Background: an optimization exercise with open tools, aiming at small area, a short achievable clock period and few clock cycles. Do not read the settings as production practice.
Only simulation tests tie the RTL to the original design; equivalence was not proved.

JK:
Design kf_top, start of the top module:
module kf_top
#(parameter W=24, parameter FRAC=14, parameter NR=40, parameter ADDRW=6)
(
  input              clk,
  input              rst_n,
  input              start,
  input  [W-1:0]     data_in,
  output reg         ready,
  output [W-1:0]     result_out,
  output reg         au_done
);
Size: about 240 flip-flops, ~26000 µm² of cells after synthesis.
export LEC_CHECK = 0
export ABC_AREA = 1
export CAP_MARGIN = 20
export CORE_MARGIN = 2
export CORE_UTILIZATION = 40
export PLACE_DENSITY = 0.6
export SETUP_SLACK_MARGIN = 5
export SLEW_MARGIN = 20
export SYNTH_HIERARCHICAL = 1
create_clock -name core_clock -period 10.0 [get_ports {clk}]
standard.sh (not shown) runs the stock make flow with config.mk's settings and CLKGATE_MAP_FILE= SYNTH_SCRIPT=/design/flow/synth_recipe.tcl, a recipe that flattens the netlist after the stock synthesis.
==> flow/flow/run.sh <==
#!/bin/bash
# The standard layout (standard.sh, unchanged synthesis); the timing repair
# may also resize cells to other footprints. Clock and constraints unchanged.
set -euo pipefail
bash standard.sh MATCH_CELL_FOOTPRINT=0 finish > standard.log 2>&1
Testbench counts of JK, summed over its fixed seeds: cycles 7,763.
### JK -> MS
--- a/flow/flow/run.sh
+++ b/flow/flow/run.sh
@@ -4,2 +4,2 @@
 set -euo pipefail
-bash standard.sh MATCH_CELL_FOOTPRINT=0 finish > standard.log 2>&1
+bash standard.sh MATCH_CELL_FOOTPRINT=0 SETUP_SLACK_MARGIN=5.5 finish > standard.log 2>&1
==> comparison <==
MS against JK: share of the final layout cell area in multi-input gates went down 0.30 points; setup slack went down 0.020 ns; post-placement worst setup slack went up 0.25 ns.
JK went all the way through synthesis, placement and routing and the layout is clean on timing, DRC and antenna.
MS completed; timing, DRC and antenna clean
The global-route usage of MS is higher than that of JK.
Input-level comparison between AL and MS:
Settings: setting TNS_END_PERCENT to 20 for the first time.
==> flow/run.sh (new file) <==
#!/bin/bash
# synth_recipe.tcl (not shown) runs the flow's synth.tcl, then flattens the netlist and writes it again
# the make line also repeats each setting of config.mk as NAME=value (left out here)
make -C /OpenROAD-flow-scripts/flow DESIGN_CONFIG=/design/flow/config.mk WORK_HOME=/design/flow/orfs CLKGATE_MAP_FILE= SYNTH_SCRIPT=/design/flow/synth_recipe.tcl finish
removed: flow/flow/run.sh
removed: flow/standard.sh
### Flow results
Per the comparison of AL with MS, area growth from synthesis to layout now sits lower; post-placement setup slack moved down. A worst-path cell with the longest stage delay of sky130_fd_sc_hd__fa_1 is what AL shows, while sky130_fd_sc_hd__edfxtp_1 belongs to MS. Per the comparison of AL with MS, final design instance area without fill has decreased; achievable frequency saw little to no change; critical path depth moved down.
#### Input delta (TR over AL)
Settings: TNS_END_PERCENT no longer set, was 20.
==> flow/flow/run.sh (new file) <==
#!/bin/bash
# The standard layout (standard.sh), with Yosys's full-adder cell mapping
# turned off so that ABC maps the adder trees; clock and constraints unchanged.
set -euo pipefail
bash standard.sh ADDER_MAP_FILE= finish > standard.log 2>&1
==> flow/standard.sh (new file) <==
#!/bin/bash
# synth_recipe.tcl (not shown) runs the flow's synth.tcl, then flattens the netlist and writes it again
# the make line also repeats each setting of config.mk as NAME=value (left out here)
make -C /OpenROAD-flow-scripts/flow DESIGN_CONFIG=/design/flow/config.mk WORK_HOME=/design/flow/orfs CLKGATE_MAP_FILE= SYNTH_SCRIPT=/design/flow/synth_recipe.tcl "${@:-finish}"
removed: flow/run.sh
==> comparison <==
Measured against each other, AL and TR differ in horizontal die dimension, the higher figure coming from TR. Cmp TR vs AL: die extent in y higher in TR. Summary of TR over AL: wire length after detailed routing up 17000 µm, maximum frequency down about 1.4%, slew at the pin closest to its max-slew limit down 0.16 ns, proportion of synthesized area in mux cells up 0.25 points. On first-iteration DRC count, TR does worse than AL. TR against AL: final cycle utilization of the critical path increased 0.69 points, proportion of layout cells with a drive suffix above 1 shrank by 2.5 points. The origin of the worst setup path comes out BSEL[1] in one run and sOP4 in the other, namely in AL and TR respectively. Final-layout non-clock buffer area share: TR lower than AL. Going from AL to TR, count of cells resized by post-cts repair shrank by more than half.
diff inputs: TR => PW
==> flow/run.sh (new file) <==
#!/bin/bash
# synth_recipe.tcl (not shown) runs the flow's synth.tcl, then flattens the netlist and writes it again
# the make line also repeats each setting of config.mk as NAME=value (left out here)
make -C /OpenROAD-flow-scripts/flow DESIGN_CONFIG=/design/flow/config.mk WORK_HOME=/design/flow/orfs CLKGATE_MAP_FILE= SYNTH_SCRIPT=/design/flow/synth_recipe.tcl finish
removed: flow/flow/run.sh
removed: flow/standard.sh
==> comparison <==
Layout overhead on the synthesized area was lower in the run labelled TR.
For TR, the top routing layer in use was met4, unlike PW, where it was met5.
Summary of PW over TR: cell area after layout fell by about 6%, clock buffer count from CTS lost about 6.5%.
The setup slack of PW is larger than that of TR.
Looking at clock period minus worst slack, PW sits 0.11 ns lower than TR does.
Diff TR -> PW: non-clock buffer count up about 40%; simple-gate area share of the yosys netlist dropped 21 points.

The RTL this note starts from:
==> flow/design.v <==
`timescale 1ns/1ps
module kf_top
#(parameter W=24, parameter FRAC=14, parameter NR=40, parameter ADDRW=6)
(
  input              clk,
  input              rst_n,
  input              start,
  input  [W-1:0]     data_in,
  output reg         ready,
  output [W-1:0]     result_out,
  output reg         au_done
);
  reg sLOAD, sM1, sM2, sOP1, sOP2, sDI, sDIV, sM3, sM4, sOP4;
  reg [2:0]  lc;           
  reg [1:0]  mcnt;         
  reg        mfirst;       
  reg        px;           
  reg        dfirst;       
  reg [3:0]  dcnt;         
  reg        accs;         
  reg [23:0] PHI, Q, R, X, Y, AR;
  reg [36:0] ACC;
  reg [23:0] REM;
  reg [11:0] BSEL;         
  assign result_out = X;
  function [1:0] top_chunk;
    input [22:0] v;
    begin
      if      (|v[22:15]) top_chunk = 2'd2;
      else if (|v[14:7])  top_chunk = 2'd1;
      else                top_chunk = 2'd0;
    end
  endfunction
  function [11:0] booth;
    input [8:0] c;
    integer k;
    begin
      for (k = 0; k < 4; k = k + 1) begin
        booth[3*k]   = c[2*k+1] ^ c[2*k];                                   
        booth[3*k+1] = (c[2*k+2] & ~c[2*k+1] & ~c[2*k]) |
                       (~c[2*k+2] & c[2*k+1] & c[2*k]);                     
        booth[3*k+2] = c[2*k+2] & ~(c[2*k+1] & c[2*k]);                     
      end
    end
  endfunction
  function [8:0] chunk;
    input [22:0] v;
    input [1:0]  i;
    begin
      case (i)
        2'd0:    chunk = {v[7:0], 1'b0};
        2'd1:    chunk = v[15:7];
        default: chunk = {1'b0, v[22:15]};
      endcase
    end
  endfunction
  wire [23:0] am  = {1'b0, AR[22:0]};
  wire [23:0] am2 = {AR[22:0], 1'b0};
  wire [23:0] row [0:3];
  wire [3:0]  ng;
  genvar gk;
  generate
    for (gk = 0; gk < 4; gk = gk + 1) begin : brow
      assign ng[gk]  = BSEL[3*gk+2];
      assign row[gk] = (({24{BSEL[3*gk]}} & am) | ({24{BSEL[3*gk+1]}} & am2)) ^ {24{ng[gk]}};
    end
  endgenerate
  wire [36:0] acc_sh = mfirst ? 37'd0 : {ACC[28:0], 8'd0};
  wire [36:0] op0 = {12'd0, ~ng[0], row[0]};
  wire [36:0] op1 = {10'd0, ~ng[1], row[1], 2'd0};
  wire [36:0] op2 = {8'd0,  ~ng[2], row[2], 4'd0};
  wire [36:0] op3 = {6'd0,  ~ng[3], row[3], 6'd0};
  wire [36:0] opn = {30'd0, ng[3], 1'b0, ng[2], 1'b0, ng[1], 1'b0, ng[0]};
  localparam [36:0] SEXT = 37'h1FAB000000;    
  wire [36:0] msum  = acc_sh + op0 + op1 + op2 + op3 + opn + SEXT;
  wire [22:0] mprod = msum[36:14];
  wire        mB     = sM1 | sM2 | sM3 | sM4 | px;
  wire        mlast  = mB & (mcnt == 2'd0);
  wire [1:0]  ptop   = top_chunk(PHI[22:0]);
  wire [1:0]  qtop   = top_chunk(Q[22:0]);
  wire        bsel_q  = sDIV | (sM3 & (mcnt != 2'd0));       
  wire        mstart  = (sLOAD & (lc == 3'd5)) | ((sM1 | sM2 | sM3) & (mcnt == 2'd0));
  wire [1:0]  cidx    = sDIV ? qtop : mstart ? ptop : mcnt - 2'd1;
  wire [8:0]  bchunk  = chunk(bsel_q ? Q[22:0] : PHI[22:0], cidx);
  wire [11:0] bnext   = booth(bchunk);
  wire        a_prod = sOP1 | sOP4;
  wire        b_q    = sOP1 | sOP2;
  wire        sub_op = sDIV;
  wire [23:0] sa_in  = a_prod ? {accs, ACC[36:14]} : (sOP2 ? R : Y);
  wire [23:0] sb_in  = b_q ? Q : X;
  wire [23:0] smres;
  smadd SMA (.a(sa_in), .b({sb_in[23] ^ sub_op, sb_in[22:0]}), .y(smres));
  wire [22:0] dmag = dz ? 23'h7FFFFE : R[22:0];
  wire [25:0] u2  = {1'b0, REM, 1'b0};
  wire [25:0] dd  = {3'b0, dmag};
  wire [25:0] t1  = {2'b0, REM} - dd;                        
  wire [25:0] ta  = u2 - dd;                                 
  wire [25:0] tb  = u2 + ~dd + ~{dd[24:0], 1'b0} + 26'd2;    
  wire        b1  = ~t1[25];
  wire        b2  = b1 ? ~tb[25] : ~ta[25];
  reg  [22:0] rv;
  always @* begin
    case ({b1, b2})
      2'b00: rv = u2[22:0];
      2'b01: rv = ta[22:0];
      2'b10: rv = {t1[21:0], 1'b0};
      default: rv = tb[22:0];
    endcase
  end
  wire        dz  = ~|R[22:0];
  wire        dsm = ~dz && (R[22:6] == 17'd0) && (!R[5] || R[4:0] == 5'd0);
  wire        qb1 = dsm ? ~dfirst : b1;
  wire        qb0 = dsm | b2;
  wire [22:0] qr     = Q[22:0] | R[22:0];
  wire        dfast  = (Q[23] == R[23]) && (|qr[22:6]);
  wire        pxdone = !px || mcnt == 2'd0;
  reg  [3:0]  fm;
  always @* begin
    if      (|qr[22:21]) fm = 4'd10;
    else if (|qr[20:19]) fm = 4'd9;
    else if (|qr[18:17]) fm = 4'd8;
    else if (|qr[16:15]) fm = 4'd7;
    else if (|qr[14:13]) fm = 4'd6;
    else if (|qr[12:11]) fm = 4'd5;
    else if (|qr[10:9])  fm = 4'd4;
    else if (|qr[8:7])   fm = 4'd3;
    else                 fm = 4'd2;
  end
  reg [23:0] finit;
  always @* begin
    finit = 24'd0;
    finit[{fm, 1'b1}] = 1'b1;
  end
  always @(posedge clk) begin
    ACC  <= msum;
    BSEL <= bnext;
    if (sOP2 | sDI) begin
      REM  <= (sOP2 & dfast) ? finit : 24'd32;
      dcnt <= (sOP2 & dfast) ? 4'd13 - fm : 4'd11;
    end else begin
      REM  <= {rv, 1'b0};
      dcnt <= dcnt - 4'd1;
    end
  end
  always @(posedge clk) begin
    if (!rst_n) begin
      ready <= 1'b1; au_done <= 1'b0;
      sLOAD <= 1'b0; sM1 <= 1'b0; sM2 <= 1'b0; sOP1 <= 1'b0; sOP2 <= 1'b0;
      sDI <= 1'b0; sDIV <= 1'b0; sM3 <= 1'b0; sM4 <= 1'b0; sOP4 <= 1'b0;
      px <= 1'b0; lc <= 3'd0; mfirst <= 1'b0; mcnt <= 2'd0;
    end else begin
      au_done <= 1'b0;
      if (mB) begin
        mfirst <= mlast;
        if (mcnt != 2'd0) mcnt <= mcnt - 2'd1;
      end
      if (px && mcnt == 2'd0) begin
        px <= 1'b0;
        X  <= {X[23] ^ PHI[23], mprod};
      end
      if (ready && start) begin
        ready <= 1'b0; sLOAD <= 1'b1; lc <= 3'd1;
      end
      if (sLOAD) begin
        lc <= lc + 3'd1;
        case (lc)
          3'd1: PHI <= data_in;
          3'd2: Q   <= data_in;
          3'd3: R   <= data_in;
          3'd4: X   <= data_in;
          default: begin
            AR <= data_in;
            sLOAD <= 1'b0; sM1 <= 1'b1;
            mcnt <= ptop; mfirst <= 1'b1;
          end
        endcase
      end
      if (sM1) begin
        if (mfirst) Y <= data_in;
        if (mcnt == 2'd0) begin
          AR <= {AR[23] ^ PHI[23], mprod};
          sM1 <= 1'b0; sM2 <= 1'b1;
          mcnt <= ptop;
        end
      end
      if (sM2 && mcnt == 2'd0) begin
        accs <= AR[23] ^ PHI[23];
        AR   <= X;
        sM2 <= 1'b0; sOP1 <= 1'b1;
        mcnt <= ptop; px <= 1'b1;
      end
      if (sOP1) begin
        Q <= smres;
        sOP1 <= 1'b0; sOP2 <= 1'b1;
      end
      if (sOP2) begin
        R    <= smres;
        sOP2 <= 1'b0;
        dfirst <= 1'b1;
        if (pxdone) begin
          AR   <= 24'd0;
          sDIV <= 1'b1;
        end else
          sDI <= 1'b1;                 
      end
      if (sDI) begin
        AR     <= 24'd0;
        sDI <= 1'b0; sDIV <= 1'b1;
      end
      if (sDIV) begin
        if (dfirst) PHI <= smres;      
        AR     <= {AR[21:0], qb1, qb0};
        dfirst <= 1'b0;
        if (dcnt == 4'd0) begin
          sDIV <= 1'b0; sM3 <= 1'b1;
          mcnt <= qtop; mfirst <= 1'b1;
        end
      end
      if (sM3 && mcnt == 2'd0) begin
        AR   <= {Q[23] ^ R[23], mprod};    
        mcnt <= ptop;       
        sM3 <= 1'b0; sM4 <= 1'b1;
      end
      if (sM4 && mcnt == 2'd0) begin
        accs <= AR[23] ^ PHI[23];
        sM4 <= 1'b0; sOP4 <= 1'b1;
      end
      if (sOP4) begin
        X <= smres;
        ready <= 1'b1; au_done <= 1'b1;
        sOP4 <= 1'b0;
      end
    end
  end
endmodule
module smadd(input [23:0] a, input [23:0] b, output [23:0] y);
  wire        sa   = a[23];
  wire        esub = a[23] ^ b[23];
  wire [22:0] ma   = a[22:0];
  wire [22:0] yb   = b[22:0] ^ {23{esub}};
  wire [22:0] g0   = ma & yb;
  wire [22:0] p0   = ma ^ yb;
  wire [22:0] g [0:5];
  wire [22:0] p [0:5];
  assign g[0] = g0; assign p[0] = p0;
  genvar l, i;
  generate
    for (l = 0; l < 5; l = l + 1) begin : lv
      for (i = 0; i < 23; i = i + 1) begin : bt
        if ((i >> l) & 1) begin : cmb
          localparam integer j = ((i >> l) << l) - 1;
          assign g[l+1][i] = g[l][i] | (p[l][i] & g[l][j]);
          assign p[l+1][i] = p[l][i] & p[l][j];
        end else begin : pas
          assign g[l+1][i] = g[l][i];
          assign p[l+1][i] = p[l][i];
        end
      end
    end
  endgenerate
  wire [22:0] G = g[5];
  wire [22:0] P = p[5];
  wire [22:0] c0 = {G[21:0], 1'b0};
  wire [22:0] c1 = {G[21:0] | P[21:0], 1'b1};
  wire [22:0] s0 = p0 ^ c0;
  wire [22:0] s1 = p0 ^ c1;
  wire        gt = G[22];              
  wire        eq = P[22];              
  reg  [23:0] r;
  always @* begin
    if (!esub)
      r = {sa & (|ma | |b[22:0]), gt ? 23'h7FFFFF : s0};
    else if (gt | eq)
      r = {sa & gt, s1};
    else
      r = {~sa, ~s0};
  end
  assign y = r;
endmodule
clock: 10.0 ns
lec_check: 0
cap_margin: 20
core_margin: 2
core_utilization: 40
place_density: 0.6
setup_slack_margin: 5
slew_margin: 20
run.sh (not shown) runs the stock make flow with config.mk's settings and CLKGATE_MAP_FILE= SYNTH_SCRIPT=/design/flow/synth_recipe.tcl, a recipe that flattens the netlist after the stock synthesis.
Stock flow here: none of the scripts above is used.
The starting point went through all stages and came out clean.
Testbench counts at the start, summed over its fixed seeds: cycles 8,234.
Change:
ABC_AREA = 1   (was unset)
=> The changed run finished with timing, DRC and antenna clean; hold slack degrades by 0.0059 ns; fmax goes up by about 6%; sequential share of layout area went up by 0.28 points; setup slack gets better by 0.28 ns; cell count climbs by about 30%.

[afterwards: timing with drivers on the ports]
The results above use ideal ports. As a check the final layouts listed here were re-extracted and re-timed, cells and wires unchanged. Step 1 (the two cells are an assumption about what drives the block):
set clk [get_ports {clk}]
set_driving_cell -lib_cell sky130_fd_sc_hd__clkbuf_16 $clk
set_driving_cell -lib_cell sky130_fd_sc_hd__buf_2 [delete_from_list [all_inputs] $clk]
Step 2, shift: input delay + t, output delay - t, t = (earliest + latest rising clock arrival at the registers) / 2. This alone moves slack from input paths to output paths. Slacks: no drivers / after step 1 / after step 2; pairs: no drivers / after step 1.
| run | shift t [ns] | setup slack, ns | latest minus earliest clock arrival (ns) | worst slew at a driven data input, ns |
|---|---|---|---|---|
| JK | 0.666 | 5.160 / 5.160 / 5.160 | 0.016 / 0.016 | 0.04 |
| MS | 0.619 | 5.141 / 5.141 / 5.141 | 0.027 / 0.028 | 0.04 |
| AL | 0.664 | 5.149 / 5.149 / 5.149 | 0.012 / 0.012 | 0.04 |
| TR | 0.676 | 5.080 / 5.080 / 5.080 | 0.020 / 0.020 | 0.05 |
| PW | 0.671 | 5.193 / 5.193 / 5.193 | 0.019 / 0.019 | 0.04 |
| the first run of note 2 | 0.655 | 4.804 / 4.804 / 4.804 | 0.022 / 0.022 | 0.05 |
| the second run of note 2 | 0.655 | 5.087 / 5.087 / 5.087 | 0.024 / 0.025 | 0.05 |
After both steps setup and hold are still met in every run listed.
